Source: an optimization exercise on an open RTL-to-GDS flow (aim: small area, a short achievable clock period and few clock cycles per item). Production flows keep margins and buffers that such runs may drop.
Where RTL was checked, it was by simulation tests only, not by an equivalence proof against the original.

==> flow/design.v <==
`timescale 1ns/1ps
module ma_core_ema(clk, upd, ld, in_price, out_avg);
  parameter ALPHA_SH = 4;
  localparam W = 32 + ALPHA_SH;
  input clk;
  input upd;                
  input ld;                 
  input  [31:0] in_price;
  output [31:0] out_avg;
  reg [31:0] out_avg;
  wire [W-1:0] x_ext = {{ALPHA_SH{in_price[31]}}, in_price};
  wire [W-1:0] x_shl = {in_price, {ALPHA_SH{1'b0}}};
  wire [W-1:0] a_ext = {{ALPHA_SH{out_avg[31]}}, out_avg};
  wire [W-1:0] a_shl = {out_avg, {ALPHA_SH{1'b0}}};
  wire [W-1:0] t;
  wire [W-1:0] opx = ({W{upd}} & x_ext) | ({W{ld}} & x_shl);
  generate
    if (ALPHA_SH == 1) begin : g_two
      wire [W-1:0] opa = ({W{upd}} & a_ext) | ({W{~upd & ~ld}} & a_shl);
      assign t = opx + opa;
    end else begin : g_csa
      wire [W-1:0] p = {W{~ld}} & a_shl;
      wire [W-1:0] n = {W{upd}} & ~a_ext;
      wire [W-1:0] s = opx ^ p ^ n;
      wire [W-1:0] c = (opx & p) | (opx & n) | (p & n);
      assign t = s + {c[W-2:0], upd};
    end
  endgenerate
  always @(posedge clk)
    out_avg <= t[W-1:ALPHA_SH];
endmodule
`timescale 1ns/1ps
module tick_pipeline(
  clk, rst, in_valid, in_price, out_valid, out_signal, fast_dbg, slow_dbg
);
  parameter FAST_ALPHA_SH = 1;
  parameter SLOW_ALPHA_SH = 6;
  input clk;
  input rst;
  input in_valid;
  input  [31:0] in_price;
  output        out_valid;
  output [1:0]  out_signal;
  output [31:0] fast_dbg;
  output [31:0] slow_dbg;
  reg seeded;
  wire accept   = in_valid & ~rst;
  wire tick_upd = accept & seeded;
  wire tick_ld  = accept & ~seeded;
  wire [31:0] tick_x = in_price;
  always @(posedge clk)
    seeded <= ~rst & (seeded | in_valid);
  reg out_valid_r;
  reg [1:0] signal_r;
  wire [31:0] fast_avg, slow_avg;
  ma_core_ema #(.ALPHA_SH(FAST_ALPHA_SH)) u_fast (
    .clk(clk), .upd(tick_upd), .ld(tick_ld),
    .in_price(tick_x), .out_avg(fast_avg)
  );
  ma_core_ema #(.ALPHA_SH(SLOW_ALPHA_SH)) u_slow (
    .clk(clk), .upd(tick_upd), .ld(tick_ld),
    .in_price(tick_x), .out_avg(slow_avg)
  );
  always @(posedge clk) begin
    out_valid_r <= (tick_upd | tick_ld) & ~rst;
    if (!tick_upd)
      signal_r <= 2'b00;
    else if (fast_avg > slow_avg)
      signal_r <= 2'b01;
    else if (fast_avg < slow_avg)
      signal_r <= 2'b11;
    else
      signal_r <= 2'b00;
  end
  assign out_valid  = out_valid_r;
  assign out_signal = signal_r;
  assign fast_dbg   = fast_avg;
  assign slow_dbg   = slow_avg;
endmodule
clock: 5.5 ns
lec_check: 0
abc_clock_period_in_ps: 3500
cap_margin: 20
core_margin: 2
core_utilization: 40
setup_slack_margin: 1.5
slew_margin: 20
standard.sh (not shown) runs the stock make flow with config.mk's settings and CLKGATE_MAP_FILE= SYNTH_SCRIPT=/design/flow/synth_recipe.tcl, a recipe that flattens the netlist after the stock synthesis.
==> flow/flow/run.sh <==
#!/bin/bash
set -euo pipefail
bash standard.sh "BUFFER_PORTS_ARGS=-buffer_cell sky130_fd_sc_hd__buf_2" finish > flow.log 2>&1
==> next run, changes <==
--- a/flow/design.v
+++ b/flow/design.v
@@ -41,17 +41,21 @@
   input  [31:0] in_price;
   output        out_valid;
   output [1:0]  out_signal;
   output [31:0] fast_dbg;
   output [31:0] slow_dbg;
-  reg seeded;
-  wire accept   = in_valid & ~rst;
-  wire tick_upd = accept & seeded;
-  wire tick_ld  = accept & ~seeded;
-  wire [31:0] tick_x = in_price;
-  always @(posedge clk)
-    seeded <= ~rst & (seeded | in_valid);
+  reg        seeded;
+  reg        tick_upd, tick_ld;
+  reg [31:0] tick_x;
+  wire accept = in_valid & ~rst;
+  wire seen   = seeded | tick_upd | tick_ld;
+  always @(posedge clk) begin
+    tick_upd <= accept & seen;
+    tick_ld  <= accept & ~seen;
+    tick_x   <= in_price;
+    seeded   <= ~rst & seen;
+  end
   reg out_valid_r;
   reg [1:0] signal_r;
   wire [31:0] fast_avg, slow_avg;
   ma_core_ema #(.ALPHA_SH(FAST_ALPHA_SH)) u_fast (
     .clk(clk), .upd(tick_upd), .ld(tick_ld),
What happened: Final area drops by 1.1%; worst setup slack improves by 200 ps; routed wire length fell by 8.3%; critical path depth falls by 2; synthesized area went up by 5.9%.
Testbench counts after the change, summed over its fixed seeds: cycles 32,016, items 32,000.
For the first run of this note, only the layout was checked, not whether the RTL still works.

[afterwards: timing with drivers on the ports]
How much do the figures lean on ideal ports? The routed layouts below were timed once more, with nothing changed but the port constraints. Step 1 assumes that a clkbuf_16 drives the clock port and a buf_2 every other input. Step 2, shift: input delay + t, output delay - t, t = (earliest + latest rising clock arrival at the registers) / 2. This alone moves slack from input paths to output paths. a / b / c = no drivers / after step 1 / after step 2; a / b = the first two.
| run | t (ns) | setup WS [ns] | hold WS [ns] | pins driven straight from the clock port |
|---|---|---|---|---|
| the first run | 0.389 | 1.572 / 1.576 / 1.187 | 0.660 / 0.660 / 0.660 | 1 |
| the second run | 0.396 | 1.770 / 1.770 / 1.770 | 0.424 / 0.424 / 0.424 | 1 |
After both steps setup and hold are still met in every run listed. The setup slack of the first run, which loses most, moves by +0.004 ns with the drivers and by -0.385 ns with both steps.
